This design comes from an exercise in tuning for small area on the open sky130 flow, not from production work. Function was checked by simulation only, so behaviour that the tests miss may differ from the original. Power figures rest on the tool's default switching activity, not on a simulated workload.

**design/flow/config.mk**
```make
export PLATFORM = sky130hd
export DESIGN_NAME = R_CPU
export DESIGN_NICKNAME = R_CPU
export VERILOG_FILES = /design/flow/design.v
export SDC_FILE = /design/flow/constraint.sdc
export NUM_CORES = 4
export LEC_CHECK = 0
export ABC_CLOCK_PERIOD_IN_PS = 10000
export CAP_MARGIN = 10
export CORE_MARGIN = 2
export CORE_UTILIZATION = 55
export PLACE_DENSITY = 0.7
export SLEW_MARGIN = 10
```
**design/flow/constraint.sdc**
```tcl
create_clock -name core_clock -period 14.0 [get_ports {clk}]
set_input_delay 2.8000 -clock core_clock [delete_from_list [all_inputs] [get_ports {clk}]]
set_output_delay 2.8000 -clock core_clock [all_outputs]
set_load 0.01 [all_outputs]
```
**design/flow/design.v**
```verilog
`timescale 1ns / 1ps
module LCA_32(
    input [31:0] g,
    input [31:0] t,
    input C0,
    output [32:0] c
    );
    wire [7:0] G, P;
    assign c[0] = C0;
    genvar i, j;
    generate
        for (j = 0; j < 8; j = j + 1) begin : grp
            assign G[j] = g[4*j+3] | (t[4*j+3] & g[4*j+2]) | (t[4*j+3] & t[4*j+2] & g[4*j+1])
                        | (t[4*j+3] & t[4*j+2] & t[4*j+1] & g[4*j]);
            assign P[j] = t[4*j+3] & t[4*j+2] & t[4*j+1] & t[4*j];
            for (i = 0; i < 3; i = i + 1) begin : b
                assign c[4*j+i+1] = g[4*j+i] | (t[4*j+i] & c[4*j+i]);
            end
        end
    endgenerate
    wire G10 = G[1] | (P[1] & G[0]);
    wire P10 = P[1] & P[0];
    wire G32 = G[3] | (P[3] & G[2]);
    wire P32 = P[3] & P[2];
    wire G54 = G[5] | (P[5] & G[4]);
    wire P54 = P[5] & P[4];
    wire G76 = G[7] | (P[7] & G[6]);
    wire P76 = P[7] & P[6];
    assign c[4]  = G[0] | (P[0] & c[0]);
    assign c[8]  = G10 | (P10 & c[0]);
    assign c[12] = G[2] | (P[2] & c[8]);
    assign c[16] = G32 | (P32 & c[8]);
    assign c[20] = G[4] | (P[4] & c[16]);
    assign c[24] = G54 | (P54 & c[16]);
    assign c[28] = G[6] | (P[6] & c[24]);
    assign c[32] = G76 | (P76 & c[24]);
endmodule
`timescale 1ns / 1ps
module ALU(
    input op_add,
    input op_sub,
    input op_and,
    input op_or,
    input op_xor,
    input op_nor,
    input op_sltu,
    input op_sll,
    input [31:0] A,
    input [31:0] B,
    output [31:0] F,
    output ZF,
    output OF
    );
    wire sub = op_sub | op_sltu;
    wire arith = op_add | op_sub;
    wire [31:0] Bx = B ^ {32{sub}};
    wire [31:0] g = A & Bx;
    wire [31:0] t = A | Bx;
    wire [31:0] p = A ^ Bx;
    wire [32:0] c;
    LCA_32 carry(.g(g), .t(t), .C0(sub), .c(c));
    wire big = |A[31:5];
    wire [31:0] s0 = A[0] ? {B[30:0], 1'b0} : B;
    wire [31:0] s1 = A[1] ? {s0[29:0], 2'b0} : s0;
    wire [31:0] s2 = A[2] ? {s1[27:0], 4'b0} : s1;
    wire [31:0] s3 = A[3] ? {s2[23:0], 8'b0} : s2;
    wire shen = op_sll & ~big;
    wire sh16 = shen & A[4];
    wire sh00 = shen & ~A[4];
    wire [31:0] s4 = ({32{sh16}} & {s3[15:0], 16'b0}) | ({32{sh00}} & s3);
    wire xa = arith | op_xor;
    assign F = ({32{xa}} & (p ^ ({32{arith}} & c[31:0])))
             | ({32{op_and}} & g) | ({32{op_or}} & t) | ({32{op_nor}} & ~t)
             | s4 | {31'd0, op_sltu & ~c[32]};
    assign OF = arith & (A[31] == Bx[31]) & (p[31] ^ c[31] ^ A[31]);
    assign ZF = ~|F;
endmodule
`timescale 1ns / 1ps
module rf_sel3(
    input s0, input d0,
    input s1, input d1,
    input s2, input d2,
    output y
    );
    assign y = ~((s0 & d0) | (s1 & d1) | (s2 & d2));
endmodule
module rf_join(
    input [9:0] y,
    input s31, input d31,
    output o
    );
    assign o = ~(&y) | (s31 & d31);
endmodule
module RegisterFile(
    input [4:0] R_Addr_A,
    input [4:0] R_Addr_B,
    input [4:0] W_Addr,
    input [31:0] W_Data,
    input reset,
    input clk,
    input Write_Reg,
    output [31:0] R_Data_A,
    output [31:0] R_Data_B
    );
    reg [31:1] valid;
    wire [31:0] wsel = Write_Reg ? (32'd1 << W_Addr) : 32'd0;
    wire [31:0] asel = (32'd1 << R_Addr_A) & {valid, 1'b0};
    wire [31:0] bsel = (32'd1 << R_Addr_B) & {valid, 1'b0};
    always @(posedge clk or posedge reset) begin
        if (reset)
            valid <= 31'd0;
        else
            valid <= valid | wsel[31:1];
    end
    wire [31:0] q [1:31];
    genvar i, k;
    generate
        for (i = 1; i < 32; i = i + 1) begin : r
            reg [31:0] d;
            always @(posedge clk)
                if (wsel[i])
                    d <= W_Data;
            assign q[i] = d;
        end
        for (k = 0; k < 32; k = k + 1) begin : bt
            wire [9:0] ya, yb;
            for (i = 0; i < 10; i = i + 1) begin : g
                rf_sel3 ua(.s0(asel[3*i+1]), .d0(q[3*i+1][k]),
                           .s1(asel[3*i+2]), .d1(q[3*i+2][k]),
                           .s2(asel[3*i+3]), .d2(q[3*i+3][k]), .y(ya[i]));
                rf_sel3 ub(.s0(bsel[3*i+1]), .d0(q[3*i+1][k]),
                           .s1(bsel[3*i+2]), .d1(q[3*i+2][k]),
                           .s2(bsel[3*i+3]), .d2(q[3*i+3][k]), .y(yb[i]));
            end
            rf_join ja(.y(ya), .s31(asel[31]), .d31(q[31][k]), .o(R_Data_A[k]));
            rf_join jb(.y(yb), .s31(bsel[31]), .d31(q[31][k]), .o(R_Data_B[k]));
        end
    endgenerate
endmodule
`timescale 1ns / 1ps
module decode(
    input [5:0] OP,
    input [5:0] func,
    output op_add,
    output op_sub,
    output op_and,
    output op_or,
    output op_xor,
    output op_nor,
    output op_sltu,
    output op_sll,
    output Write_Wire
    );
    wire r = (OP == 6'b000000);
    assign op_add  = r & (func == 6'b100000);
    assign op_sub  = r & (func == 6'b100010);
    assign op_and  = r & (func == 6'b100100);
    assign op_or   = r & (func == 6'b100101);
    assign op_xor  = r & (func == 6'b100110);
    assign op_nor  = r & (func == 6'b100111);
    assign op_sltu = r & (func == 6'b101011);
    assign op_sll  = r & (func == 6'b000100);
    assign Write_Wire = op_add | op_sub | op_and | op_or | op_xor | op_nor | op_sltu | op_sll;
endmodule
`timescale 1ns / 1ps
module fetch(
    input clk,
    input reset,
    output [31:0] PC
    );
    reg [31:2] PC_reg;
    always @(posedge clk or posedge reset) begin
        if (reset)
            PC_reg <= 30'd0;
        else
            PC_reg <= PC_reg + 30'd1;
    end
    assign PC = {PC_reg, 2'b00};
endmodule
`timescale 1ns / 1ps
module R_CPU(
    input clk,
    input reset,
    input [31:0] Inst_code,
    output [31:0] PC,
    output [31:0] ALU_F,
    output OF,
    output ZF
    );
    wire [4:0] rs = Inst_code[25:21];
    wire [4:0] rt = Inst_code[20:16];
    wire [4:0] rd = Inst_code[15:11];
    wire [31:0] A, B, F;
    wire op_add, op_sub, op_and, op_or, op_xor, op_nor, op_sltu, op_sll, wr;
    fetch fetch_inst(.clk(clk), .reset(reset), .PC(PC));
    decode decode_inst(
        .OP(Inst_code[31:26]), .func(Inst_code[5:0]),
        .op_add(op_add), .op_sub(op_sub), .op_and(op_and), .op_or(op_or),
        .op_xor(op_xor), .op_nor(op_nor), .op_sltu(op_sltu), .op_sll(op_sll),
        .Write_Wire(wr)
    );
    RegisterFile RF_inst(
        .R_Addr_A(rs), .R_Addr_B(rt), .W_Addr(rd), .W_Data(F),
        .reset(reset), .clk(clk), .Write_Reg(wr),
        .R_Data_A(A), .R_Data_B(B)
    );
    ALU ALU_inst(
        .op_add(op_add), .op_sub(op_sub), .op_and(op_and), .op_or(op_or),
        .op_xor(op_xor), .op_nor(op_nor), .op_sltu(op_sltu), .op_sll(op_sll),
        .A(A), .B(B), .F(F), .OF(OF), .ZF(ZF)
    );
    assign ALU_F = F;
endmodule
```
**design/flow/flow/run.sh**
```bash
#!/bin/bash
# Layout flow: the standard ORFS flow with these changes:
#  - synthesis (flow/synth.tcl, synth_recipe.tcl with two changes) first turns
#    the instances of the modules in flow/cellmap.v into the standard cells
#    given there, then maps the rest of the combinational logic with the
#    area-oriented ABC script flow/abc.script; it does not pre-map full/half
#    adders (ADDER_MAP_FILE empty);
#  - the ORFS variables in flow/make_vars (one NAME=value per line) are set
#    for every step: clock tree arguments (small buffers, small sink clusters,
#    no dummy loads) and the port buffer cell.
# Each tool's output goes to a log file in this folder.
set -euo pipefail
W=$(pwd)
export MY_ABC_SCRIPT=$W/flow/abc.script
export MY_CELLMAP=$W/flow/cellmap.v
VARS=()
while IFS= read -r line; do
    [[ -z "$line" || "$line" == \#* ]] && continue
    VARS+=("$line")
done < $W/flow/make_vars
make -C "$FLOW_HOME" DESIGN_CONFIG=$W/config.mk WORK_HOME=$W/orfs CLKGATE_MAP_FILE= \
    SYNTH_SCRIPT=$W/flow/synth.tcl ADDER_MAP_FILE= synth > $W/synth.log 2>&1
make -C "$FLOW_HOME" DESIGN_CONFIG=$W/config.mk WORK_HOME=$W/orfs CLKGATE_MAP_FILE= \
    SYNTH_SCRIPT=$W/flow/synth.tcl ADDER_MAP_FILE= "${VARS[@]}" \
    finish > $W/layout.log 2>&1
R=$W/orfs/results/sky130hd/R_CPU/base
: # left out here: write the final layout as DEF
```
**design/flow/flow/abc.script**
```
&get -n
&st
&dch
&nf -R 1000
&put
```
**design/flow/flow/cellmap.v**
```verilog
// Maps each rf_sel3 instance to one sky130 a222oi cell, which computes the
// same function: Y = !((A1 & A2) | (B1 & B2) | (C1 & C2)).
module rf_sel3(input s0, input d0, input s1, input d1, input s2, input d2, output y);
    sky130_fd_sc_hd__a222oi_1 _TECHMAP_REPLACE_ (
        .A1(d0), .A2(s0), .B1(d1), .B2(s1), .C1(d2), .C2(s2), .Y(y));
endmodule

// Maps each rf_join instance to four NANDs and an OR:
// o = !(y0&y1&y2&y3) | !(y4&y5&y6&y7) | !(y8 & y9 & !(s31&d31)).
module rf_join(input [9:0] y, input s31, input d31, output o);
    wire n31, t0, t1, t2;
    sky130_fd_sc_hd__nand2_1 u31 (.A(s31), .B(d31), .Y(n31));
    sky130_fd_sc_hd__nand4_1 u0 (.A(y[0]), .B(y[1]), .C(y[2]), .D(y[3]), .Y(t0));
    sky130_fd_sc_hd__nand4_1 u1 (.A(y[4]), .B(y[5]), .C(y[6]), .D(y[7]), .Y(t1));
    sky130_fd_sc_hd__nand3_1 u2 (.A(y[8]), .B(y[9]), .C(n31), .Y(t2));
    sky130_fd_sc_hd__or3_1 _TECHMAP_REPLACE_ (.A(t0), .B(t1), .C(t2), .X(o));
endmodule
```
**design/flow/flow/make_vars**
```
CTS_ARGS=-sink_clustering_enable -repair_clock_nets -dont_use_dummy_load -buf_list {sky130_fd_sc_hd__clkbuf_4} -sink_clustering_size 8 -sink_clustering_max_diameter 45
BUFFER_PORTS_ARGS=-buffer_cell sky130_fd_sc_hd__buf_1
```
**design/flow/flow/synth.tcl**
```tcl
# The standard flow's synthesis (synth_recipe.tcl) with two changes: the instances of the
# modules in the file named by MY_CELLMAP are mapped to the standard cells given
# there before synthesis starts, and the ABC script that maps the rest of the
# combinational logic is the one in the file named by MY_ABC_SCRIPT.
set ::cellmap_done 0
proc synth {args} {
  if { !$::cellmap_done } {
    yosys techmap -map $::env(MY_CELLMAP)
    set ::cellmap_done 1
  }
  yosys synth -nofsm -noshare {*}$args
}
proc abc {args} {
  set i [lsearch -exact $args -script]
  if { $i >= 0 } {
    set args [lreplace $args [expr {$i + 1}] [expr {$i + 1}] $::env(MY_ABC_SCRIPT)]
  }
  set j [lsearch -exact $args -D]
  if { $j >= 0 } {
    set args [lreplace $args $j [expr {$j + 1}]]
  }
  yosys abc {*}$args
}
source $::env(SCRIPTS_DIR)/synth.tcl
# left out here: clear keep_hierarchy, flatten, clean up, hide names made inside functions, write 1_2_yosys.v
```
**design/flow/standard.sh**
```bash
#!/bin/bash
# synth_recipe.tcl (not shown) runs the flow's synth.tcl, then flattens the netlist and writes it again
# the make line also repeats each setting of config.mk as NAME=value (left out here)
make -C /OpenROAD-flow-scripts/flow DESIGN_CONFIG=/design/flow/config.mk WORK_HOME=/design/flow/orfs CLKGATE_MAP_FILE= SYNTH_SCRIPT=/design/flow/synth_recipe.tcl "${@:-finish}"
```
==> results.sh, run 1 <==
export IMPL_worstSkewPairLatency_ns=1.06
export IMPL_fin_crit_sh_pct=96.99
export IMPL_ys_seq_area_share_pct=69.55
export IMPL_htree_levels=4
export IMPL_drive_above_1_share_pct=11.84
export IMPL_cp_end_kind="output pin"
export IMPL_synthFlopType="edfxtp_1"
export IMPL_area_delta_synth_final_pct=10.05
export IMPL_critical_path_class="input pin to output pin"
export IMPL_leakage_nw=14.53
export IMPL_dieWidth_um=290.1
export IMPL_swShare_pct=20.67
export IMPL_nNetsFinal=3406
export IMPL_worst_slack_ns=0.4215
export IMPL_stdcell_area_um2=49550
export IMPL_ys_types=60
export IMPL_min_period_ns=13.58
export IMPL_cts_hold_buf=0
export IMPL_p_clk_share_pct=30.0
export IMPL_cts_buffer_depth=3
export IMPL_io_pins=100
export IMPL_hold_viol=0
export IMPL_grtUsageTotal_pct=39.42
export IMPL_fin_setup_tns_ns=0
export IMPL_syn_cell_area_um2=45020
export IMPL_drv_cap=0
export IMPL_synth_edf_count=992
export IMPL_ys_warn_count=2
export IMPL_slowest_stage="nor2_2"
export IMPL_portBuffers=92
export IMPL_largest_reg_flops=992
export IMPL_path_clk_slew_ns=0.08
export IMPL_grt_start_max_net_pins=62
export IMPL_rows=104
export IMPL_slowest_delay_ns=0.78
export IMPL_gp_congestion=0.9977
export IMPL_critPathRequiredTime_ns=11.20
export IMPL_status="complete, no violations"
export IMPL_synth_seq_cells=1053
export IMPL_cts_resized=0
export IMPL_pwr_share_comb_pct=1.0
export IMPL_via_count=36096
export IMPL_fmax_mhz=73.65
export IMPL_die_area_um2=84160
export IMPL_drt_iter0_markers=9430
export IMPL_via_per_inst=8.128
export IMPL_post_place_cells=4278
export IMPL_initial_core_util_pct=55.72
export IMPL_grt_pass1_vias=34495
export IMPL_report_final_slew_viol_count=0
export IMPL_wl_met1_um=55260
export IMPL_cts_setup_buffers=0
export IMPL_cp_max_fo=15
export IMPL_final_common_cell="edfxtp_1"
export IMPL_placed_area_um2=48380
export IMPL_p_sw_mw=1.015
export IMPL_wl_met2_um=73290
export IMPL_top_layer_used="met5"
export IMPL_setup_viol=0
export IMPL_postLayoutCoreUtil_pct=61.32
export IMPL_n_fill_cell=6044
export IMPL_tightestPinTransition_ns=1.153
export IMPL_cts_root_buf="clkbuf_4"
export IMPL_avgRoutedWirePerCell_um=38.33
export IMPL_power_share_sequential_pct=69.0
export IMPL_async_flop_share_pct=5.793
export IMPL_p_int_mw=3.898
export IMPL_worstPathArrival_ns=10.78
export IMPL_power_density_nw_per_um2=99.17
export IMPL_rsz0062_at_grt="false"
export IMPL_core_area_um2=80810
export IMPL_dr_wl_met3_um=30090
export IMPL_cts_made_buffers=152
export IMPL_max_slew_margin_pct=23.16
export IMPL_cts_tree="done"
export IMPL_gr_total_overflow=0
export IMPL_synth_cells=2963
export IMPL_drt_pass1_iter_count=13
export IMPL_drc=0
export IMPL_cts_sinks=1053
export IMPL_ant_nets=0
export IMPL_dp_slack_ns=0.7202
export IMPL_antenna_found_initial=10
export IMPL_crit_path_start_kind="input pin"
export IMPL_wl_um=170200
export IMPL_grt_pass1_wl_um=238500
export IMPL_finalNonFillerCells=4441
export IMPL_peakVddDrop_mv=0.06347
export IMPL_dieHeight_um=290.1
export IMPL_hp_class="register to register"
export IMPL_syn_area_per_cell_um2=15.20
export IMPL_final_cell_mix="edfxtp_1 (992), a222oi_1 (641), nand2_1 (197), buf_4 (162), clkbuf_4 (152)"
export IMPL_place_hpwl_um=106700
export IMPL_skew_ns=0.1175
[power groups by stage]
stage,Clock [mW],Sequential (mW),Combinational [mW]
6_report,1.48,3.39,0.0485
5_1_grt,1.58,3.39,0.0519
4_1_cts,1.48,3.39,0.0472
3_5_place_dp,0,3.46,0.0471
3_3_place_gp,0,3.46,0.0464
2_1_floorplan,0,3.46,0.0221
[path summary, 6_finish.rpt]
path / from / end / slack, ns / depth (start not counted)
worst min register to register: fetch_inst.PC_reg[12] / fetch_inst.PC_reg[12] / 0.49 / 1
max in group asynchronous: reset / fetch_inst.PC_reg[24] / 11.47 / 3
min in group asynchronous: reset / fetch_inst.PC_reg[6] / 1.98 / 3
worst min-delay path: fetch_inst.PC_reg[12] / fetch_inst.PC_reg[12] / 0.49 / 1
worst max register to register: RF_inst.valid[13] / RF_inst.r[2].d[31] / 6.98 / 23
worst max-delay path: Inst_code[18] / ZF / 0.42 / 29
[synth_stat cells, types with 19 or more instances]
master / count / area [µm²]
a21oi_1: 58 / 290.3
a222oi_1: 641 / 6416
and3_1: 40 / 250.2
dfrtp_1: 61 / 1526
edfxtp_1: 992 / 29790
mux2_1: 19 / 214.0
mux2i_1: 24 / 240.2
nand2_1: 198 / 743.2
nand3_1: 87 / 435.4
nand4_1: 140 / 875.8
nor2_1: 187 / 701.9
nor2b_1: 20 / 125.1
nor3_1: 36 / 180.2
o21ai_0: 63 / 315.3
or2_0: 45 / 281.5
or3_1: 80 / 500.5
xnor2_1: 19 / 166.4
xor2_1: 49 / 429.2
[kinds of logic after synthesis]
| kind of cell | after synthesis | synth area share, % |
|---|---|---|
| AO/OA/AOI/OAI | 865 | 17.42 |
| XOR/XNOR | 68 | 1.323 |
| buffers and inverters | 14 | 0.1334 |
| flip-flops | 1053 | 69.55 |
| multiplexers | 45 | 1.109 |
| other | 1 | 0.008329 |
| AND/OR/NAND/NOR | 917 | 10.45 |
[per-stage QoR]
step	hold slack, ns	power, mW
5_1_grt	0.5044	5.021
3_3_place_gp	0.4643	3.507
6_report	0.4895	4.913
4_1_cts	0.4917	4.911
2_1_floorplan	0.4493	3.482
3_5_place_dp	0.4727	3.507
[area by class of cell]
| cell class | instances | area (µm²) | area share [%] |
|---|---|---|---|
| sequential | 1053 | 31320 | 63.20 |
| multi-input combinational | 1897 | 14090 | 28.43 |
| timing repair buffer | 256 | 1604 | 3.237 |
| tap | 1060 | 1326 | 2.677 |
| clock buffer | 152 | 1141 | 2.303 |
| inverter | 12 | 45.04 | 0.09091 |
| antenna | 11 | 27.53 | 0.05556 |
[routing by layer]
layer | up-vias | global-route usage [%]
met4 | 6 | 22.82
met1 | 17361 | 51.15
met3 | 567 | 13.60
met5 | - | 0
li1 | 14414 | -
met2 | 3748 | 57.94
[worst max-delay path, delay by kind of cell]
kind,cells,cell delay (ns)
compound gates,8,1.78
simple gates,16,4.96
buf+inv,4,0.92
xor+xnor,1,0.26
==> run 2: changes to the inputs <==
--- a/design/flow/design.v
+++ b/design/flow/design.v
@@ -103,9 +103,27 @@
     output [31:0] R_Data_B
     );
     reg [31:1] valid;
-    wire [31:0] wsel = Write_Reg ? (32'd1 << W_Addr) : 32'd0;
-    wire [31:0] asel = (32'd1 << R_Addr_A) & {valid, 1'b0};
-    wire [31:0] bsel = (32'd1 << R_Addr_B) & {valid, 1'b0};
+    wire [3:0] alo = 4'd1 << R_Addr_A[1:0];
+    wire [7:0] ahi = 8'd1 << R_Addr_A[4:2];
+    wire [3:0] blo = 4'd1 << R_Addr_B[1:0];
+    wire [7:0] bhi = 8'd1 << R_Addr_B[4:2];
+    wire [3:0] wlo = 4'd1 << W_Addr[1:0];
+    wire [7:0] whi = Write_Reg ? (8'd1 << W_Addr[4:2]) : 8'd0;
+    wire [31:0] wsel, asel, bsel;
+    genvar i, k;
+    generate
+        for (i = 0; i < 32; i = i + 1) begin : dec
+            if (i == 0) begin
+                assign wsel[0] = 1'b0;
+                assign asel[0] = 1'b0;
+                assign bsel[0] = 1'b0;
+            end else begin
+                assign wsel[i] = wlo[i % 4] & whi[i / 4];
+                assign asel[i] = alo[i % 4] & ahi[i / 4] & valid[i];
+                assign bsel[i] = blo[i % 4] & bhi[i / 4] & valid[i];
+            end
+        end
+    endgenerate
     always @(posedge clk or posedge reset) begin
         if (reset)
             valid <= 31'd0;
@@ -113,7 +131,6 @@
             valid <= valid | wsel[31:1];
     end
     wire [31:0] q [1:31];
-    genvar i, k;
     generate
         for (i = 1; i < 32; i = i + 1) begin : r
             reg [31:0] d;
@@ -163,19 +180,39 @@
     assign Write_Wire = op_add | op_sub | op_and | op_or | op_xor | op_nor | op_sltu | op_sll;
 endmodule
 `timescale 1ns / 1ps
+module pc_ha(
+    input a,
+    input b,
+    output s,
+    output c
+    );
+    assign s = a ^ b;
+    assign c = a & b;
+endmodule
 module fetch(
     input clk,
     input reset,
     output [31:0] PC
     );
-    reg [31:2] PC_reg;
+    reg [31:2] q;
+    wire [31:2] n;
+    wire [32:3] t;
+    assign n[2] = ~q[2];
+    assign t[3] = q[2];
+    genvar i;
+    generate
+        for (i = 3; i < 31; i = i + 1) begin : inc
+            pc_ha h(.a(q[i]), .b(t[i]), .s(n[i]), .c(t[i+1]));
+        end
+    endgenerate
+    assign n[31] = q[31] ^ t[31];
     always @(posedge clk or posedge reset) begin
         if (reset)
-            PC_reg <= 30'd0;
+            q <= 30'd0;
         else
-            PC_reg <= PC_reg + 30'd1;
+            q <= n;
     end
-    assign PC = {PC_reg, 2'b00};
+    assign PC = {q, 2'b00};
 endmodule
 `timescale 1ns / 1ps
 module R_CPU(
--- a/design/flow/flow/cellmap.v
+++ b/design/flow/flow/cellmap.v
@@ -15,3 +15,8 @@
     sky130_fd_sc_hd__nand3_1 u2 (.A(y[8]), .B(y[9]), .C(n31), .Y(t2));
     sky130_fd_sc_hd__or3_1 _TECHMAP_REPLACE_ (.A(t0), .B(t1), .C(t2), .X(o));
 endmodule
+
+// Maps each pc_ha instance to one sky130 half adder: SUM = A ^ B, COUT = A & B.
+module pc_ha(input a, input b, output s, output c);
+    sky130_fd_sc_hd__ha_1 _TECHMAP_REPLACE_ (.A(a), .B(b), .SUM(s), .COUT(c));
+endmodule
--- a/design/flow/config.mk
+++ b/design/flow/config.mk
@@ -6,8 +6,7 @@
 export NUM_CORES = 4
 export LEC_CHECK = 0
 export ABC_CLOCK_PERIOD_IN_PS = 10000
-export CAP_MARGIN = 10
+export CAP_MARGIN = 20
 export CORE_MARGIN = 2
 export CORE_UTILIZATION = 55
-export PLACE_DENSITY = 0.7
-export SLEW_MARGIN = 10
+export SLEW_MARGIN = 20
==> run 2 against run 1 <==
  * Cell count is 1.3% lower
  * Global-route usage up 2.5 points
  * Area after synthesis down 0.52%
  * Register-to-register slack worse by 0.04 ns
  * Core utilization down 0.066 points
==> results.sh, run 2 <==
export IMPL_status="complete, no violations"
export IMPL_dp_slack_ns=0.9252
export IMPL_rsz0062_at_grt="false"
export IMPL_synthMostInstantiatedCell="edfxtp_1"
export IMPL_grt_pass1_wl_um=245600
export IMPL_cts_made_buffers=154
export IMPL_ys_warn_count=2
export IMPL_cp_max_fo=13
export IMPL_yosysTopAreaCell="edfxtp_1"
export IMPL_tightestPinTransition_ns=1.180
export IMPL_cts_tree="done"
export IMPL_place_hpwl_um=113100
export IMPL_peakVddDrop_mv=0.07284
export IMPL_cts_resized=0
export IMPL_largest_reg_flops=992
export IMPL_drive_above_1_share_pct=12.03
export IMPL_synth_cells=2905
export IMPL_drv_cap=0
export IMPL_ys_seq_area_share_pct=69.91
export IMPL_min_period_ns=13.36
export IMPL_gr_total_overflow=0
export IMPL_synth_top_cell_area_share_pct=66.51
export IMPL_n_fill_cell=6199
export IMPL_cts_hold_buf=0
export IMPL_report_final_slew_viol_count=0
export IMPL_nNetsFinal=3381
export IMPL_final_cell_mix="edfxtp_1 (992), a222oi_1 (643), nand2_1 (192), buf_4 (166), clkbuf_4 (154)"
export IMPL_via_count=35958
export IMPL_ant_nets=0
export IMPL_leakage_nw=14.75
export IMPL_syn_cell_area_um2=44790
export IMPL_fmax_mhz=74.83
export IMPL_antenna_found_initial=15
export IMPL_synth_common_cells="edfxtp_1 (992), a222oi_1 (643), nand2_1 (193), nand4_1 (135), nor2_1 (127)"
export IMPL_synthFlopType="edfxtp_1"
export IMPL_core_area_um2=80550
export IMPL_critical_path_class="input pin to output pin"
export IMPL_slowest_delay_ns=0.80
export IMPL_worst_slack_ns=0.6357
export IMPL_postLayoutCoreUtil_pct=61.25
export IMPL_ys_types=57
export IMPL_cts_buffer_depth=3
export IMPL_synth_seq_cells=1053
export IMPL_final_common_cell="edfxtp_1"
export IMPL_portBuffers=92
export IMPL_skew_ns=0.1436
export IMPL_rows=104
export IMPL_die_area_um2=83740
export IMPL_r2r_start="RF_inst.valid[2]"
export IMPL_grt_pass1_vias=34563
export IMPL_hold_path_end="fetch_inst.q[31]"
export IMPL_r2r_worst_path_cells=24
export IMPL_r2r_slack_ns=6.94
export IMPL_synth_edf_count=992
export IMPL_crit_top_cell="nor2_1"
export IMPL_via_per_inst=8.200
export IMPL_setup_viol=0
export IMPL_power_density_nw_per_um2=100.0
export IMPL_worstPathArrival_ns=10.56
export IMPL_syn_area_per_cell_um2=15.42
export IMPL_dieWidth_um=289.4
export IMPL_wl_um=177200
export IMPL_fin_setup_tns_ns=0
export IMPL_min_from="fetch_inst.q[31]"
export IMPL_area_delta_synth_final_pct=10.15
export IMPL_htree_levels=4
export IMPL_finalPower_mw=4.934
export IMPL_post_place_cells=4223
export IMPL_initial_core_util_pct=55.61
export IMPL_cts_root_buf="clkbuf_4"
export IMPL_whs_ns=0.4738
export IMPL_fin_crit_sh_pct=95.46
export IMPL_hold_viol=0
export IMPL_avgRoutedWirePerCell_um=40.41
export IMPL_timing_rr_end="RF_inst.r[3].d[31]"
export IMPL_path_clk_slew_ns=0.08
export IMPL_critPathRequiredTime_ns=11.20
export IMPL_gp_congestion=1.056
export IMPL_async_flop_share_pct=5.793
export IMPL_drc=0
export IMPL_cp_end_kind="output pin"
export IMPL_finalNonFillerCells=4385
export IMPL_cts_sinks=1053
export IMPL_synth_area_leaders="edfxtp_1 (67%), a222oi_1 (14%), dfrtp_1 (3.4%)"
export IMPL_slowest_stage="and3_1"
export IMPL_placed_area_um2=48160
export IMPL_holdPathStages=1
export IMPL_io_pins=100
export IMPL_hp_class="register to register"
export IMPL_crit_path_start_kind="input pin"
export IMPL_drt_pass1_iter_count=14
export IMPL_grtUsageTotal_pct=41.89
export IMPL_drt_iter0_markers=8461
export IMPL_dieHeight_um=289.4
export IMPL_max_slew_margin_pct=21.35
export IMPL_top_register="RF_inst.r.d"
export IMPL_grt_start_max_net_pins=62
export IMPL_cts_setup_buffers=0
export IMPL_worstSkewPairLatency_ns=1.09
export IMPL_stdcell_area_um2=49330
[run 2: cell types whose count changed in the layout (fill, tap and decap cells not counted), moves of 17 or more]
cell,before,now
and3_2,0,17
clkinv_1,11,36
ha_1,0,28
nor2_1,141,95
o21ai_0,52,71
xor2_1,49,5
[run 2: cell families (layout without fill, tap and decap cells)]
family / count (synthesis) / after routing / synth area share [%]
other cells: 1 / 10 / 0.008372
fa+ha+maj: 28 / 28 / 0.7822
buf+inv: 40 / 451 / 0.3603
flops: 1053 / 1053 / 69.91
xor+xnor: 39 / 39 / 0.7626
simple gates: 813 / 813 / 9.358
mux: 46 / 46 / 1.070
compound gates: 885 / 885 / 17.74
[run 2: how the worst max path moves through the flow]
stage	from	end	slack, ns	depth (start not counted)
3_5_place_dp	Inst_code[17]	ZF	0.93	25
3_3_place_gp	Inst_code[16]	ZF	1.01	26
2_1_floorplan	Inst_code[24]	ZF	1.12	20
6_report	Inst_code[17]	ZF	0.64	25
5_1_grt	Inst_code[18]	ZF	0.42	25
4_1_cts	Inst_code[18]	ZF	0.87	25
[run 2: cell type report]
type,count,area [µm²],share of cell area [%]
Antenna cell,8,20.02,0.04058
Clock buffer,154,1156,2.343
Inverter,37,138.9,0.2815
Multi-Input combinational cell,1813,13750,27.86
Sequential cell,1053,31320,63.47
Tap cell,1060,1326,2.688
Timing Repair Buffer,260,1632,3.307
[run 2: critical path, delay by kind of cell]
family / cells / cell delay, ns
buffers and inverters: 5 / 0.93
AOI/OAI and AO/OA: 8 / 2.86
and+or+nand+nor: 11 / 3.78
xor gates and xnor gates: 1 / 0.17
[run 2: routing by layer]
metal | global-route usage, % | vias up | part of all wire (%)
met4 | 23.65 | 12 | 6.4
met1 | 56.13 | 17578 | 34
met5 | 0 | - | 0.041
li1 | - | 14202 | -
met3 | 13.12 | 620 | 16
met2 | 60.87 | 3546 | 43
[run 2: power breakdown]
group          internal (mW)  switching [mW]
clock                  0.504           0.997
sequential              3.39        0.000419
combinational         0.0102          0.0344
total                   3.90            1.03
==> run 3: changes to the inputs <==
--- a/design/flow/design.v
+++ b/design/flow/design.v
@@ -69,8 +69,12 @@
     wire sh00 = shen & ~A[4];
     wire [31:0] s4 = ({32{sh16}} & {s3[15:0], 16'b0}) | ({32{sh00}} & s3);
     wire xa = arith | op_xor;
-    assign F = ({32{xa}} & (p ^ ({32{arith}} & c[31:0])))
-             | ({32{op_and}} & g) | ({32{op_or}} & t) | ({32{op_nor}} & ~t)
+    wire l00 = op_nor;
+    wire l01 = op_or | xa;
+    wire l10 = op_or | xa;
+    wire l11 = op_and | op_or;
+    wire [31:0] lg = (~A & ~Bx & {32{l00}}) | (~A & Bx & {32{l01}}) | (A & ~Bx & {32{l10}}) | (A & Bx & {32{l11}});
+    assign F = (lg ^ ({32{arith}} & c[31:0]))
              | s4 | {31'd0, op_sltu & ~c[32]};
     assign OF = arith & (A[31] == Bx[31]) & (p[31] ^ c[31] ^ A[31]);
     assign ZF = ~|F;
==> run 3 against run 2 <==
  * Clock skew increased by 0.049 ns
  * Maximum frequency shrank 1.3%
  * Register-to-register slack about the same
  * Sequential share of layout area is 0.39 points higher
  * Synthesized cell count down 2.2%
  * Setup slack got worse by 0.17 ns
  * Routed wire length shrank 2.7%
  * Sequential power barely moved
  * Largest power group unchanged
  * Highest routed layer unchanged
==> results.sh, run 3 <==
export IMPL_place_hpwl_um=109600
export IMPL_wl_met1_um=57550
export IMPL_synth_area_leaders="edfxtp_1 (67%), a222oi_1 (14%), dfrtp_1 (3.4%)"
export IMPL_io_pins=100
export IMPL_dieHeight_um=288.5
export IMPL_ant_nets=0
export IMPL_cp_max_fo=11
export IMPL_cts_tree="done"
export IMPL_dieWidth_um=288.5
export IMPL_multi_input_area_um2=13450
export IMPL_cts_root_buf="clkbuf_4"
export IMPL_syn_cell_area_um2=44520
export IMPL_synthFlopType="edfxtp_1"
export IMPL_synth_top_cell_area_share_pct=66.91
export IMPL_ys_seq_area_share_pct=70.34
export IMPL_die_area_um2=83230
export IMPL_synth_edf_count=992
export IMPL_p_clk_share_pct=30.3
export IMPL_rsz0062_at_grt="false"
export IMPL_grt_pass1_vias=33786
export IMPL_n_fill_cell=6089
export IMPL_portBuffers=92
export IMPL_via_per_inst=8.143
export IMPL_r2r_slack_ns=6.93
export IMPL_status="complete, no violations"
export IMPL_post_place_cells=4168
export IMPL_top_layer_used="met5"
export IMPL_tightestPinTransition_ns=0.9580
export IMPL_fin_crit_sh_pct=96.70
export IMPL_nNetsFinal=3327
export IMPL_yosysTopAreaCell="edfxtp_1"
export IMPL_critical_path_class="input pin to output pin"
export IMPL_drt_pass1_iter_count=14
export IMPL_hp_class="register to register"
export IMPL_cts_hold_buf=0
export IMPL_r2r_start="RF_inst.valid[4]"
export IMPL_antenna_found_initial=23
export IMPL_power_density_nw_per_um2=100.5
export IMPL_synth_seq_cells=1053
export IMPL_report_final_slew_viol_count=0
export IMPL_ys_warn_count=2
export IMPL_pwr_share_comb_pct=0.9
export IMPL_swShare_pct=20.75
export IMPL_ys_types=50
export IMPL_crit_path_start_kind="input pin"
export IMPL_wl_met2_um=74570
export IMPL_dr_wl_met3_um=27840
export IMPL_holdPathStages=1
export IMPL_leakage_nw=14.73
export IMPL_gr_total_overflow=0
export IMPL_postLayoutCoreUtil_pct=61.07
export IMPL_cts_buffer_depth=3
export IMPL_drc=0
export IMPL_gp_congestion=0.9684
export IMPL_skew_ns=0.1924
export IMPL_initial_core_util_pct=55.45
export IMPL_dp_slack_ns=0.7759
export IMPL_drive_above_1_share_pct=12.14
export IMPL_cts_made_buffers=155
export IMPL_critPathRequiredTime_ns=11.20
export IMPL_max_slew_margin_pct=36.13
export IMPL_via_count=35258
export IMPL_critPathLaunch="Inst_code[16]"
export IMPL_synth_cells=2840
export IMPL_placed_area_um2=47850
export IMPL_cp_end_kind="output pin"
export IMPL_avgRoutedWirePerCell_um=39.80
export IMPL_setup_viol=0
export IMPL_drt_iter0_markers=8553
export IMPL_fin_setup_tns_ns=0
export IMPL_worst_slack_ns=0.4626
export IMPL_synthMostInstantiatedCell="edfxtp_1"
export IMPL_syn_area_per_cell_um2=15.68
export IMPL_fmax_mhz=73.87
export IMPL_worstSkewPairLatency_ns=1.09
export IMPL_cts_sinks=1053
export IMPL_cts_resized=0
export IMPL_htree_levels=4
export IMPL_r2r_worst_path_cells=25
export IMPL_path_clk_slew_ns=0.09
export IMPL_cts_setup_buffers=0
export IMPL_async_flop_share_pct=5.793
export IMPL_p_int_mw=3.906
export IMPL_stdcell_area_um2=49030
export IMPL_grt_pass1_wl_um=240900
export IMPL_hold_path_end="fetch_inst.q[31]"
export IMPL_grt_start_max_net_pins=63
export IMPL_final_common_cell="edfxtp_1"
export IMPL_final_cell_mix="edfxtp_1 (992), a222oi_1 (641), buf_4 (176), nand2_1 (174), clkbuf_4 (155)"
export IMPL_worstPathArrival_ns=10.74
export IMPL_wl_um=172300
export IMPL_p_sw_mw=1.023
export IMPL_timing_rr_end="RF_inst.r[17].d[31]"
export IMPL_min_from="fetch_inst.q[31]"
export IMPL_regArea_um2=31320
export IMPL_top_register="RF_inst.r.d"
export IMPL_peakVddDrop_mv=0.06880
export IMPL_synth_common_cells="edfxtp_1 (992), a222oi_1 (641), nand2_1 (175), nand4_1 (129), nor2_1 (122)"
export IMPL_finalNonFillerCells=4330
export IMPL_power_share_sequential_pct=68.8
export IMPL_core_area_um2=80290
export IMPL_area_delta_synth_final_pct=10.14
export IMPL_largest_reg_flops=992
export IMPL_min_period_ns=13.54
export IMPL_drv_cap=0
export IMPL_hold_viol=0
export IMPL_rows=104
export IMPL_grtUsageTotal_pct=41.20
[run 3: layout make-up]
type                    count  area share [%]
flip-flops and latches   1053           63.86
multi-input cells        1771           27.43
repair buffers            270           3.481
well taps                1060           2.705
clock buffers             155           2.373
inverters                  14          0.1072
diodes                      7         0.03572
[run 3: power by group through the flow]
| stage | logic [mW] | registers [mW] | clock network (mW) |
|---|---|---|---|
| 6_report | 0.0451 | 3.39 | 1.49 |
| 5_1_grt | 0.0476 | 3.39 | 1.63 |
| 4_1_cts | 0.0439 | 3.39 | 1.50 |
| 3_5_place_dp | 0.0438 | 3.46 | 0 |
| 3_3_place_gp | 0.0431 | 3.46 | 0 |
| 2_1_floorplan | 0.0210 | 3.46 | 0 |
[run 3: how the worst max path moves through the flow]
stage | to | slack (ns) | cells after the start
2_1_floorplan | ZF | 1.64 | 23
3_3_place_gp | ZF | 0.76 | 25
3_5_place_dp | ZF | 0.78 | 25
4_1_cts | ZF | 0.70 | 25
5_1_grt | ZF | 0.28 | 25
6_report | ZF | 0.46 | 25
[run 3: kinds of logic after synthesis]
family | after synthesis | synth area share, %
flops | 1053 | 70.34
compound gates | 862 | 17.54
simple gates | 792 | 9.292
xor+xnor | 48 | 0.9443
mux | 39 | 0.9219
fa+ha+maj | 28 | 0.7870
buf+inv | 17 | 0.1686
other cells | 1 | 0.008424
[run 3: critical path, cell delays in order]
cell and delay [ns]:
buf_1 0.11, and2_0 0.40, and3_1 0.56, a222oi_1 0.46, nand4_1 0.31, or3_1 0.71
nand2b_1 0.35, o21ai_0 0.17, o21ai_0 0.35, a31oi_1 0.28, o41ai_1 0.37, buf_4 0.20
nand3_1 0.12, nand3_1 0.12, nand2_1 0.19, o41ai_1 0.53, a21boi_0 0.22, nor2_1 0.16
xnor2_1 0.10, a221o_1 0.35, or4_1 0.50, or4_1 0.41, nor4_1 0.46, buf_4 0.29
buf_1 0.19
[run 3: per-stage QoR]
step | power, mW | hold slack [ns]
after floorplan | 3.481 | 0.4474
after global placement | 3.503 | 0.4511
after detailed placement | 3.504 | 0.4664
after CTS | 4.936 | 0.4859
after global routing | 5.064 | 0.5063
final | 4.928 | 0.4855
[run 3: per-layer routing]
layer	vias to the layer above	global-route usage, %
li1	14005	-
met1	17184	54.47
met2	3442	59.92
met3	605	12.72
met4	22	25.44
met5	-	0
==> run 4: changes to the inputs <==
--- a/design/flow/design.v
+++ b/design/flow/design.v
@@ -88,6 +88,18 @@
     );
     assign y = ~((s0 & d0) | (s1 & d1) | (s2 & d2));
 endmodule
+module rf_sel_and3(
+    input a, input b, input c,
+    output y
+    );
+    assign y = a & b & c;
+endmodule
+module rf_sel_and2(
+    input a, input b,
+    output y
+    );
+    assign y = a & b;
+endmodule
 module rf_join(
     input [9:0] y,
     input s31, input d31,
@@ -122,9 +134,9 @@
                 assign asel[0] = 1'b0;
                 assign bsel[0] = 1'b0;
             end else begin
-                assign wsel[i] = wlo[i % 4] & whi[i / 4];
-                assign asel[i] = alo[i % 4] & ahi[i / 4] & valid[i];
-                assign bsel[i] = blo[i % 4] & bhi[i / 4] & valid[i];
+                rf_sel_and2 dw(.a(wlo[i % 4]), .b(whi[i / 4]), .y(wsel[i]));
+                rf_sel_and3 da(.a(alo[i % 4]), .b(ahi[i / 4]), .c(valid[i]), .y(asel[i]));
+                rf_sel_and3 db(.a(blo[i % 4]), .b(bhi[i / 4]), .c(valid[i]), .y(bsel[i]));
             end
         end
     endgenerate
--- a/design/flow/flow/cellmap.v
+++ b/design/flow/flow/cellmap.v
@@ -20,3 +20,13 @@
 module pc_ha(input a, input b, output s, output c);
     sky130_fd_sc_hd__ha_1 _TECHMAP_REPLACE_ (.A(a), .B(b), .SUM(s), .COUT(c));
 endmodule
+
+// Maps each register select to one AND cell strong enough to drive its
+// 32 loads: Y = A & B & C, Y = A & B.
+module rf_sel_and3(input a, input b, input c, output y);
+    sky130_fd_sc_hd__and3_2 _TECHMAP_REPLACE_ (.A(a), .B(b), .C(c), .X(y));
+endmodule
+
+module rf_sel_and2(input a, input b, output y);
+    sky130_fd_sc_hd__and2_2 _TECHMAP_REPLACE_ (.A(a), .B(b), .X(y));
+endmodule
--- a/design/flow/flow/synth.tcl
+++ b/design/flow/flow/synth.tcl
@@ -1,7 +1,8 @@
 # The standard flow's synthesis (synth_recipe.tcl) with two changes: the instances of the
 # modules in the file named by MY_CELLMAP are mapped to the standard cells given
 # there before synthesis starts, and the ABC script that maps the rest of the
-# combinational logic is the one in the file named by MY_ABC_SCRIPT.
+# combinational logic is the one in the file named by MY_ABC_SCRIPT, run without
+# a delay target.
 set ::cellmap_done 0
 proc synth {args} {
   if { !$::cellmap_done } {
==> run 4 against run 3 <==
  * Critical path depth grew 2
  * Global-route usage down 2.5 points
  * Clock power is essentially flat
  * Die area grew 0.14%
  * Register-to-register slack improved by 0.05 ns
  * Synthesized cell count down 0.95%
  * Core utilization decreased by 0.77 points
  * Critical endpoint unchanged
  * Highest routed layer is now met4
==> results.sh, run 4 <==
export IMPL_fin_setup_tns_ns=0
export IMPL_core_area_um2=80420
export IMPL_synth_common_cells="edfxtp_1 (992), a222oi_1 (640), nand2_1 (183), nand4_1 (133), nand3_1 (93)"
export IMPL_ant_nets=0
export IMPL_dieWidth_um=288.7
export IMPL_hp_class="register to register"
export IMPL_drt_pass1_iter_count=12
export IMPL_via_count=34380
export IMPL_cts_made_buffers=156
export IMPL_top_register="RF_inst.r.d"
export IMPL_cts_tree="done"
export IMPL_cts_hold_buf=0
export IMPL_grt_pass1_vias=33353
export IMPL_wl_um=163200
export IMPL_tightestPinTransition_ns=1.176
export IMPL_gp_congestion=1.015
export IMPL_worstPathArrival_ns=10.66
export IMPL_nNetsFinal=3257
export IMPL_r2r_worst_path_cells=25
export IMPL_placed_area_um2=47300
export IMPL_status="complete, no violations"
export IMPL_fin_crit_sh_pct=96.18
export IMPL_antenna_found_initial=2
export IMPL_syn_cell_area_um2=44580
export IMPL_final_cell_mix="edfxtp_1 (992), a222oi_1 (640), nand2_1 (183), clkbuf_4 (156), buf_4 (134)"
export IMPL_cts_setup_buffers=0
export IMPL_critPathLaunch="Inst_code[21]"
export IMPL_htree_levels=4
export IMPL_synthMostInstantiatedCell="edfxtp_1"
export IMPL_rows=104
export IMPL_cts_resized=0
export IMPL_crit_cells=27
export IMPL_slowest_stage="and3_2"
export IMPL_area_delta_synth_final_pct=8.768
export IMPL_critical_path_class="input pin to output pin"
export IMPL_rsz0062_at_grt="false"
export IMPL_grt_pass1_wl_um=228200
export IMPL_crit_path_end="ZF"
export IMPL_hold_viol=0
export IMPL_dieHeight_um=288.7
export IMPL_synth_cells=2813
export IMPL_fmax_mhz=74.27
export IMPL_cts_buffer_depth=3
export IMPL_cts_sinks=1053
export IMPL_crit_path_start_kind="input pin"
export IMPL_peakVddDrop_mv=0.09251
export IMPL_max_slew_margin_pct=21.61
export IMPL_avgRoutedWirePerCell_um=38.30
export IMPL_die_area_um2=83350
export IMPL_synth_top_cell_area_share_pct=66.82
export IMPL_grtUsageTotal_pct=38.70
export IMPL_via_per_inst=8.069
export IMPL_synth_area_leaders="edfxtp_1 (67%), a222oi_1 (14%), dfrtp_1 (3.4%)"
export IMPL_place_hpwl_um=99460
export IMPL_path_clk_slew_ns=0.08
export IMPL_ys_types=54
export IMPL_synth_seq_cells=1053
export IMPL_synth_edf_count=992
export IMPL_drt_iter0_markers=8162
export IMPL_initial_core_util_pct=55.44
export IMPL_worstSkewPairLatency_ns=1.06
export IMPL_syn_area_per_cell_um2=15.85
export IMPL_drive_above_1_share_pct=12.37
export IMPL_timing_rr_end="RF_inst.r[10].d[31]"
export IMPL_crit_buf_inv=5
export IMPL_async_flop_share_pct=5.793
export IMPL_grt_start_max_net_pins=62
export IMPL_crit_family="simple AND/OR/NAND/NOR gates"
export IMPL_critPathRequiredTime_ns=11.20
export IMPL_skew_ns=0.1201
export IMPL_r2r_slack_ns=6.98
export IMPL_cp_end_kind="output pin"
export IMPL_drv_cap=0
export IMPL_cp_max_fo=32
export IMPL_portBuffers=92
export IMPL_largest_reg_flops=992
export IMPL_r2r_start="RF_inst.valid[24]"
export IMPL_ys_warn_count=2
export IMPL_gr_total_overflow=0
export IMPL_min_period_ns=13.46
export IMPL_yosysTopAreaCell="edfxtp_1"
export IMPL_ys_seq_area_share_pct=70.24
export IMPL_leakage_nw=14.64
export IMPL_power_density_nw_per_um2=101.6
export IMPL_cts_root_buf="clkbuf_4"
export IMPL_slowest_delay_ns=1.09
export IMPL_final_common_cell="edfxtp_1"
export IMPL_report_final_slew_viol_count=0
export IMPL_io_pins=100
export IMPL_stdcell_area_um2=48490
export IMPL_drc=0
export IMPL_synthFlopType="edfxtp_1"
export IMPL_setup_viol=0
[run 4: worst register-to-register path: cells and delay by family (launching register included)]
kind                      cells  cell delay, ns
and+or+nand+nor              13            3.28
AOI/OAI and AO/OA             7            1.94
buffers and inverters         4            0.90
DFF                           1            0.40
xor gates and xnor gates      1            0.18
[run 4: worst min path at each step]
stage	startpoint	endpoint	cells past startpoint
CTS	RF_inst.valid[27]	RF_inst.valid[27]	1
global route	fetch_inst.q[2]	fetch_inst.q[2]	1
global placement	fetch_inst.q[31]	fetch_inst.q[31]	1
floorplan	fetch_inst.q[2]	fetch_inst.q[2]	1
detailed placement	fetch_inst.q[31]	fetch_inst.q[31]	1
finish	fetch_inst.q[31]	fetch_inst.q[31]	1
[run 4: kinds of logic after synthesis]
| group | synth area share [%] |
|---|---|
| buffers and inverters | 0.1263 |
| xor gates and xnor gates | 0.8644 |
| adders and majority gates | 0.7858 |
| and+or+nand+nor | 9.551 |
| other | 0.008412 |
| AOI/OAI and AO/OA | 17.34 |
| DFF | 70.24 |
| muxes | 1.086 |
[run 4: layout make-up]
type                            count  area (µm²)
Inverter                            9       33.78
Antenna cell                        8       20.02
Tap cell                         1060        1326
Timing Repair Buffer              226        1351
Fill cell                        6196       31930
Sequential cell                  1053       31320
Multi-Input combinational cell   1749       13270
Clock buffer                      156        1171
[run 4: per-layer routing]
layer  vias up  share of wire (%)  track usage (%)
met1     16967                 35            52.22
met5         -                  0                0
met3       501                 14            9.700
li1      13836                  -                -
met2      3076                 44            57.27
met4         0                6.5            22.89
[run 4: metrics by stage]
stage	setup slack, ns	std cells	hold WS, ns	total power [mW]	utilization (%)
after floorplan	1.108	2814	0.4474	3.479	-
after global placement	0.7686	4097	0.4581	3.499	58.82
after detailed placement	0.6740	4097	0.4687	3.499	58.82
after CTS	0.6990	4253	0.4871	4.943	60.27
after global routing	0.2237	4256	0.4937	5.066	60.28
final	0.5350	4261	0.4857	4.925	60.30
[run 4: where the power goes]
part           internal (mW)  switching (mW)  total [mW]
combinational        0.00976          0.0306      0.0403
clock                  0.510           0.986        1.50
sequential              3.39        0.000440        3.39
==> run 5: changes to the inputs <==
==> design/flow/flow/make_vars (replaced) <==
CTS_ARGS=-sink_clustering_enable -repair_clock_nets -dont_use_dummy_load -buf_list {sky130_fd_sc_hd__clkbuf_4} -sink_clustering_size 9 -sink_clustering_max_diameter 45
BUFFER_PORTS_ARGS=-buffer_cell sky130_fd_sc_hd__buf_1
==> run 5 against run 4 <==
  * Cell area fell by 0.19%
  * Non-clock buffer count rose by 1
  * Critical path depth did not move
  * Cell count fell by 0.35%
  * Global-route usage fell by 0.063 points
  * Worst hold slack improved by 0.0019 ns
  * Total power fell by 0.96%
  * Synthesized cell count did not move
  * Sequential power barely moved
  * Die area did not move
  * Sequential cell count did not move
  * Routed wire length barely moved
==> results.sh, run 5 <==
export IMPL_ant_nets=0
export IMPL_peakVddDrop_mv=0.06661
export IMPL_yosysTopAreaCell="edfxtp_1"
export IMPL_report_final_slew_viol_count=0
export IMPL_syn_cell_area_um2=44580
export IMPL_synth_common_cells="edfxtp_1 (992), a222oi_1 (640), nand2_1 (183), nand4_1 (133), nand3_1 (93)"
export IMPL_drv_cap=0
export IMPL_setup_viol=0
export IMPL_path_clk_slew_ns=0.09
export IMPL_antenna_found_initial=2
export IMPL_portBuffers=92
export IMPL_top_register="RF_inst.r.d"
export IMPL_ys_warn_count=2
export IMPL_ys_seq_area_share_pct=70.24
export IMPL_grtUsageTotal_pct=38.64
export IMPL_io_pins=100
export IMPL_holdPathStages=1
export IMPL_power_density_nw_per_um2=100.8
export IMPL_timing_rr_end="RF_inst.r[25].d[31]"
export IMPL_drc=0
export IMPL_initial_core_util_pct=55.44
export IMPL_final_cell_mix="edfxtp_1 (992), a222oi_1 (640), nand2_1 (183), clkbuf_4 (142), buf_4 (134)"
export IMPL_synthMostInstantiatedCell="edfxtp_1"
export IMPL_n_fill_cell=6206
export IMPL_fmax_mhz=74.12
export IMPL_synth_edf_count=992
export IMPL_synth_top_cell_area_share_pct=66.82
export IMPL_die_area_um2=83350
export IMPL_place_hpwl_um=99460
export IMPL_crit_path_start_kind="input pin"
export IMPL_critPathRequiredTime_ns=11.20
export IMPL_drt_pass1_iter_count=13
export IMPL_tightestPinTransition_ns=1.188
export IMPL_wl_um=163200
export IMPL_min_period_ns=13.49
export IMPL_cp_max_fo=32
export IMPL_synthFlopType="edfxtp_1"
export IMPL_grt_pass1_wl_um=227800
export IMPL_cts_sinks=1053
export IMPL_cts_resized=0
export IMPL_area_delta_synth_final_pct=8.566
export IMPL_synth_seq_cells=1053
export IMPL_worstPathArrival_ns=10.69
export IMPL_dieHeight_um=288.7
export IMPL_ys_types=54
export IMPL_core_area_um2=80420
export IMPL_rsz0062_at_grt="false"
export IMPL_cts_buffer_depth=3
export IMPL_leakage_nw=14.58
export IMPL_drive_above_1_share_pct=12.01
export IMPL_final_common_cell="edfxtp_1"
export IMPL_placed_area_um2=47300
export IMPL_cts_hold_buf=0
export IMPL_r2r_slack_ns=6.94
export IMPL_hold_viol=0
export IMPL_syn_area_per_cell_um2=15.85
export IMPL_max_slew_margin_pct=20.77
export IMPL_grt_pass1_vias=33271
export IMPL_drt_iter0_markers=7925
export IMPL_via_count=34261
export IMPL_worstSkewPairLatency_ns=1.07
export IMPL_hp_class="register to register"
export IMPL_slowest_delay_ns=1.08
export IMPL_rows=104
export IMPL_htree_levels=4
export IMPL_synth_cells=2813
export IMPL_cts_made_buffers=142
export IMPL_fin_setup_tns_ns=0
export IMPL_skew_ns=0.1776
export IMPL_hold_path_end="fetch_inst.q[31]"
export IMPL_synth_area_leaders="edfxtp_1 (67%), a222oi_1 (14%), dfrtp_1 (3.4%)"
export IMPL_async_flop_share_pct=5.793
export IMPL_largest_reg_flops=992
export IMPL_slowest_stage="and3_2"
export IMPL_nNetsFinal=3244
export IMPL_r2r_worst_path_cells=25
export IMPL_via_per_inst=8.069
export IMPL_r2r_start="RF_inst.valid[24]"
export IMPL_status="complete, no violations"
export IMPL_gr_total_overflow=0
export IMPL_grt_start_max_net_pins=62
export IMPL_cts_root_buf="clkbuf_4"
export IMPL_min_from="fetch_inst.q[31]"
export IMPL_cp_end_kind="output pin"
export IMPL_gp_congestion=1.015
export IMPL_fin_crit_sh_pct=96.37
export IMPL_avgRoutedWirePerCell_um=38.44
export IMPL_cts_tree="done"
export IMPL_dieWidth_um=288.7
export IMPL_stdcell_area_um2=48400
export IMPL_finalPower_mw=4.878
export IMPL_cts_setup_buffers=0
export IMPL_critical_path_class="input pin to output pin"
-- run 5: cell counts after synthesis --
No cell type changed its count.
-- run 5: cell type report --
type,instances,area (µm²),share of cell area (%)
Sequential cell,1053,31320,64.70
Multi-Input combinational cell,1749,13270,27.42
Timing Repair Buffer,227,1371,2.833
Tap cell,1060,1326,2.740
Clock buffer,142,1066,2.203
Inverter,9,33.78,0.06980
Antenna cell,6,15.01,0.03102
-- run 5: critical path, delay by kind of cell --
kind / cells / cell delay, ns
compound gates: 4 / 1.08
simple gates: 18 / 6.05
buf+inv: 5 / 0.75
-- run 5: cells by family after synthesis --
kind of cell	share of synthesized area, %
AO/OA/AOI/OAI	17.34
XOR/XNOR	0.8644
adder cells (fa/ha/maj)	0.7858
buffers and inverters	0.1263
flip-flops	70.24
multiplexers	1.086
other	0.008412
AND/OR/NAND/NOR	9.551
-- run 5: worst max path at each step --
| stage | startpoint | end | slack (ns) | depth (start not counted) |
|---|---|---|---|---|
| floorplan | Inst_code[4] | ZF | 1.11 | 20 |
| global placement | Inst_code[21] | ZF | 0.77 | 27 |
| detailed placement | Inst_code[21] | ZF | 0.67 | 27 |
| CTS | Inst_code[21] | ZF | 0.70 | 27 |
| global route | Inst_code[21] | ZF | 0.23 | 27 |
| finish | Inst_code[21] | ZF | 0.51 | 27 |
-- run 5: layer usage --
metal | wire length, µm | track usage, % | vias to the layer above
li1 | - | - | 13810
met2 | 72020 | 57.32 | 3101
met4 | 10570 | 22.73 | 0
met5 | 0 | 0 | -
met1 | 56380 | 51.99 | 16868
met3 | 24220 | 9.779 | 482
-- run 5: per-stage QoR --
step / utilization [%] / instances / setup WS, ns / hold slack, ns
floorplan: - / 2814 / 1.108 / 0.4474
global placement: 58.82 / 4097 / 0.7686 / 0.4581
detailed placement: 58.82 / 4097 / 0.6740 / 0.4687
CTS: 60.14 / 4239 / 0.6999 / 0.4899
global route: 60.18 / 4244 / 0.2310 / 0.5000
finish: 60.19 / 4246 / 0.5081 / 0.4876
-- run 5: power by group --
| group | internal (mW) | switching (mW) | leakage, nW |
|---|---|---|---|
| logic | 0.00977 | 0.0303 | 6.26 |
| clock network | 0.466 | 0.983 | 0.653 |
| registers | 3.39 | 0.000444 | 7.67 |
==> run 6: changes to the inputs <==
--- a/design/flow/design.v
+++ b/design/flow/design.v
@@ -36,6 +36,12 @@
     assign c[32] = G76 | (P76 & c[24]);
 endmodule
 `timescale 1ns / 1ps
+module zf_nor32(
+    input [31:0] x,
+    output z
+    );
+    assign z = ~|x;
+endmodule
 module ALU(
     input op_add,
     input op_sub,
@@ -77,7 +83,7 @@
     assign F = (lg ^ ({32{arith}} & c[31:0]))
              | s4 | {31'd0, op_sltu & ~c[32]};
     assign OF = arith & (A[31] == Bx[31]) & (p[31] ^ c[31] ^ A[31]);
-    assign ZF = ~|F;
+    zf_nor32 zf(.x(F), .z(ZF));
 endmodule
 `timescale 1ns / 1ps
 module rf_sel3(
--- a/design/flow/flow/cellmap.v
+++ b/design/flow/flow/cellmap.v
@@ -30,3 +30,18 @@
 module rf_sel_and2(input a, input b, output y);
     sky130_fd_sc_hd__and2_2 _TECHMAP_REPLACE_ (.A(a), .B(b), .X(y));
 endmodule
+
+// Maps the zero flag to a balanced tree: eight NOR4s, two NAND4s, one NOR2.
+module zf_nor32(input [31:0] x, output z);
+    wire [7:0] m;
+    wire [1:0] n;
+    genvar j;
+    generate
+        for (j = 0; j < 8; j = j + 1) begin : l1
+            sky130_fd_sc_hd__nor4_1 u (.A(x[4*j]), .B(x[4*j+1]), .C(x[4*j+2]), .D(x[4*j+3]), .Y(m[j]));
+        end
+    endgenerate
+    sky130_fd_sc_hd__nand4_1 n0 (.A(m[0]), .B(m[1]), .C(m[2]), .D(m[3]), .Y(n[0]));
+    sky130_fd_sc_hd__nand4_1 n1 (.A(m[4]), .B(m[5]), .C(m[6]), .D(m[7]), .Y(n[1]));
+    sky130_fd_sc_hd__nor2_1 _TECHMAP_REPLACE_ (.A(n[0]), .B(n[1]), .Y(z));
+endmodule
==> design/flow/flow/make_vars (replaced) <==
CTS_ARGS=-sink_clustering_enable -repair_clock_nets -dont_use_dummy_load -buf_list {sky130_fd_sc_hd__clkbuf_4} -sink_clustering_size 8 -sink_clustering_max_diameter 45
BUFFER_PORTS_ARGS=-buffer_cell sky130_fd_sc_hd__buf_1
==> run 6 against run 5 <==
  * Synthesized cell count about the same
  * Routed wire length grew 3.5%
  * Register-to-register slack improved by 0.07 ns
  * Total power up 1.1%
  * First-iteration DRC count rose by 5.3%
  * Via count grew 1.4%
  * Area after synthesis is essentially flat
  * Setup slack gained 0.15 ns
  * Sequential cell count unchanged
  * Core utilization up 0.34 points
  * Cell area increased by 0.57%
  * Non-clock buffer count up 15
  * Largest power group unchanged
==> results.sh, run 6 <==
export IMPL_gp_congestion=0.9897
export IMPL_synthAdderAreaFrac_pct=0.8081
export IMPL_drive_above_1_share_pct=13.18
export IMPL_cts_buffer_depth=3
export IMPL_synth_mux_area_share_pct=1.097
export IMPL_cp_max_fo=18
export IMPL_grt_pass1_wl_um=234500
export IMPL_p_int_mw=3.905
export IMPL_p_sw_mw=1.025
export IMPL_worstSkewPairLatency_ns=1.07
export IMPL_power_density_nw_per_um2=101.3
export IMPL_setup_viol=0
export IMPL_grtUsageTotal_pct=39.98
export IMPL_portBuffers=92
export IMPL_pwr_share_comb_pct=0.8
export IMPL_peakVddDrop_mv=0.06486
export IMPL_area_delta_synth_final_pct=9.155
export IMPL_slowest_delay_ns=0.82
export IMPL_final_cell_mix="edfxtp_1 (992), a222oi_1 (641), nand2_1 (166), clkbuf_4 (155), buf_4 (147)"
export IMPL_dieWidth_um=288.7
export IMPL_critical_path_class="input pin to output pin"
export IMPL_max_slew_margin_pct=22.50
export IMPL_swShare_pct=20.79
export IMPL_ys_types=50
export IMPL_htree_levels=4
export IMPL_via_per_inst=8.135
export IMPL_synthFlopType="edfxtp_1"
export IMPL_synth_compound_area_share_pct=17.57
export IMPL_crit_family="simple AND/OR/NAND/NOR gates"
export IMPL_crit_cells=31
export IMPL_drt_iter0_markers=8346
export IMPL_cts_hold_buf=0
export IMPL_via_count=34753
export IMPL_ant_nets=0
export IMPL_synth_xor_area_share_pct=0.6481
export IMPL_cts_setup_buffers=0
export IMPL_crit_path_start_kind="input pin"
export IMPL_report_final_slew_viol_count=0
export IMPL_wl_um=169000
export IMPL_drt_pass1_iter_count=12
export IMPL_yosysTopAreaCell="edfxtp_1"
export IMPL_dieHeight_um=288.7
export IMPL_leakage_nw=14.63
export IMPL_timing_rr_end="RF_inst.r[22].d[30]"
export IMPL_tightestPinTransition_ns=1.163
export IMPL_final_common_cell="edfxtp_1"
export IMPL_status="complete, no violations"
export IMPL_synth_top_family_by_area="compound AO/OA/AOI/OAI gates"
export IMPL_grt_start_max_net_pins=62
export IMPL_synth_simple_area_share_pct=9.498
export IMPL_r2r_start="RF_inst.valid[5]"
export IMPL_synth_common_cells="edfxtp_1 (992), a222oi_1 (641), nand2_1 (166), nand4_1 (135), nand3_1 (100)"
export IMPL_syn_cell_area_um2=44590
export IMPL_grt_pass1_vias=32853
export IMPL_postLayoutCoreUtil_pct=60.53
export IMPL_hold_viol=0
export IMPL_synth_seq_cells=1053
export IMPL_cts_sinks=1053
export IMPL_crit_buf_inv=6
export IMPL_drc=0
export IMPL_crit_path_end="ZF"
export IMPL_io_pins=100
export IMPL_cp_end_kind="output pin"
export IMPL_initial_core_util_pct=55.45
export IMPL_worstPathArrival_ns=10.54
export IMPL_power_share_sequential_pct=68.7
export IMPL_place_hpwl_um=107500
export IMPL_ys_warn_count=2
export IMPL_cts_resized=0
export IMPL_hp_class="register to register"
export IMPL_min_period_ns=13.34
export IMPL_largest_reg_flops=992
export IMPL_stdcell_area_um2=48680
export IMPL_synthMostInstantiatedCell="edfxtp_1"
export IMPL_async_flop_share_pct=5.793
export IMPL_syn_area_per_cell_um2=15.85
export IMPL_path_clk_slew_ns=0.08
export IMPL_nNetsFinal=3273
export IMPL_fin_setup_tns_ns=0
export IMPL_cts_tree="done"
export IMPL_synth_area_leaders="edfxtp_1 (67%), a222oi_1 (14%), dfrtp_1 (3.4%)"
export IMPL_cts_made_buffers=155
export IMPL_skew_ns=0.1800
export IMPL_placed_area_um2=47480
export IMPL_rsz0062_at_grt="false"
export IMPL_critPathLaunch="Inst_code[16]"
export IMPL_slowest_stage="and3_2"
export IMPL_fin_crit_sh_pct=95.30
export IMPL_synth_edf_count=992
export IMPL_r2r_slack_ns=7.01
export IMPL_antenna_found_initial=7
export IMPL_cts_root_buf="clkbuf_4"
export IMPL_drv_cap=0
export IMPL_critPathRequiredTime_ns=11.20
export IMPL_synth_cells=2814
export IMPL_rows=104
export IMPL_avgRoutedWirePerCell_um=39.56
export IMPL_p_clk_share_pct=30.5
export IMPL_top_register="RF_inst.r.d"
export IMPL_die_area_um2=83370
export IMPL_gr_total_overflow=0
export IMPL_crit_top_cell="buf_4"
export IMPL_synth_top_cell_area_share_pct=66.80
export IMPL_r2r_worst_path_cells=25
export IMPL_core_area_um2=80420
export IMPL_fmax_mhz=74.95
export IMPL_ys_seq_area_share_pct=70.22
-- run 6: cell count changes in the layout (fill, tap and decap cells not counted), moves of 5 or more --
| cell | change |
|---|---|
| a211oi_1 | +7 |
| a221oi_1 | +6 |
| buf_4 | +13 |
| clkbuf_4 | +13 |
| nand2_1 | -17 |
| nand3_1 | +7 |
| nor4_1 | +6 |
| o211ai_1 | -5 |
| o21ai_0 | +5 |
| o21ai_2 | +10 |
| o22ai_1 | -10 |
| xor2_1 | -9 |
-- run 6: through the flow --
stage                     setup slack [ns]  cells  hold WS [ns]  power, mW
after floorplan                      1.042   2815        0.4474      3.479
after global routing                0.3872   4271        0.4886      5.066
after CTS                           0.9121   4268        0.4806      4.942
after detailed placement            0.9539   4113        0.4620      3.498
after global placement               1.080   4113        0.4526      3.498
final                               0.6576   4272        0.4734      4.930
-- run 6: power groups by stage --
stage	Sequential [mW]	Combinational, mW	Clock [mW]
after global routing	3.39	0.0417	1.64
after floorplan	3.46	0.0190	0
after detailed placement	3.46	0.0381	0
after CTS	3.39	0.0382	1.52
after global placement	3.46	0.0372	0
final	3.39	0.0395	1.50
-- run 6: how the worst min path moves through the flow --
stage / start / endpoint / slack [ns] / depth (start not counted)
after detailed placement: fetch_inst.q[31] / fetch_inst.q[31] / 0.46 / 1
after global routing: fetch_inst.q[31] / fetch_inst.q[31] / 0.49 / 1
after floorplan: fetch_inst.q[2] / fetch_inst.q[2] / 0.45 / 1
after CTS: fetch_inst.q[31] / fetch_inst.q[31] / 0.48 / 1
final: fetch_inst.q[31] / fetch_inst.q[31] / 0.47 / 1
after global placement: fetch_inst.q[31] / fetch_inst.q[31] / 0.45 / 1
-- run 6: layout make-up --
| class | instances | area (µm²) |
|---|---|---|
| repair buffers | 242 | 1509 |
| fillers | 6225 | 31740 |
| diodes | 3 | 7.507 |
| multi-input cells | 1748 | 13310 |
| flip-flops and latches | 1053 | 31320 |
| inverters | 11 | 41.29 |
| well taps | 1060 | 1326 |
| clock buffers | 155 | 1164 |
-- run 6: kinds of logic (layout without fill, tap and decap cells) --
| logic type | after synthesis | in the layout |
|---|---|---|
| other | 1 | 5 |
| multiplexers | 46 | 46 |
| buffers and inverters | 14 | 408 |
| XOR/XNOR | 33 | 33 |
| flip-flops | 1053 | 1053 |
| AO/OA/AOI/OAI | 867 | 867 |
| AND/OR/NAND/NOR | 771 | 771 |
| adder cells (fa/ha/maj) | 29 | 29 |
-- run 6: metal layers --
| layer | part of all wire (%) | global-route usage (%) | wire, µm | vias up |
|---|---|---|---|---|
| met4 | 7.0 | 23.81 | 11760 | 2 |
| met3 | 16 | 10.89 | 26510 | 547 |
| met1 | 35 | 54.63 | 58780 | 16961 |
| met5 | 0.0077 | 0 | 13 | - |
| met2 | 43 | 57.61 | 71930 | 3332 |
| li1 | - | - | - | 13911 |

[afterwards: timing with drivers on the ports]
No port has a modelled driver above. Below, the same layouts with a new extraction and two added sets of constraints.
Step 1, drivers: a clkbuf_16 drives clk and a buf_2 each remaining input, both assumed.
Step 2 moves the port delays by t, midway between the first and last clock arrival at a register: inputs arrive t later, outputs are due t later. That takes back most of the time a late clock gives input paths.
Three values: ideal, step 1, step 2; two values: the first two.
| run | shift t [ns] | setup WS [ns] | hold WS [ns] | latest minus earliest clock arrival (ns) | slew at the worst register clock pin (ns) |
|---|---|---|---|---|---|
| run 1 | 1.066 | 0.421 / 0.383 / 0.383 | 0.489 / 0.489 / 0.489 | 0.117 / 0.117 | 0.10 / 0.10 |
| run 2 | 1.091 | 0.636 / 0.613 / 0.613 | 0.474 / 0.474 / 0.474 | 0.143 / 0.143 | 0.10 / 0.10 |
| run 3 | 1.064 | 0.463 / 0.437 / 0.437 | 0.486 / 0.486 / 0.486 | 0.193 / 0.192 | 0.10 / 0.10 |
| run 4 | 1.062 | 0.535 / 0.510 / 0.510 | 0.486 / 0.486 / 0.486 | 0.121 / 0.120 | 0.10 / 0.10 |
| run 5 | 1.043 | 0.508 / 0.483 / 0.483 | 0.488 / 0.488 / 0.488 | 0.177 / 0.178 | 0.11 / 0.11 |
| run 6 | 1.055 | 0.658 / 0.626 / 0.626 | 0.473 / 0.473 / 0.473 | 0.180 / 0.180 | 0.10 / 0.10 |
After both steps every run listed still meets setup and hold. The setup slack of run 1, which loses most, moves by -0.038 ns with the drivers and by -0.038 ns with both steps.
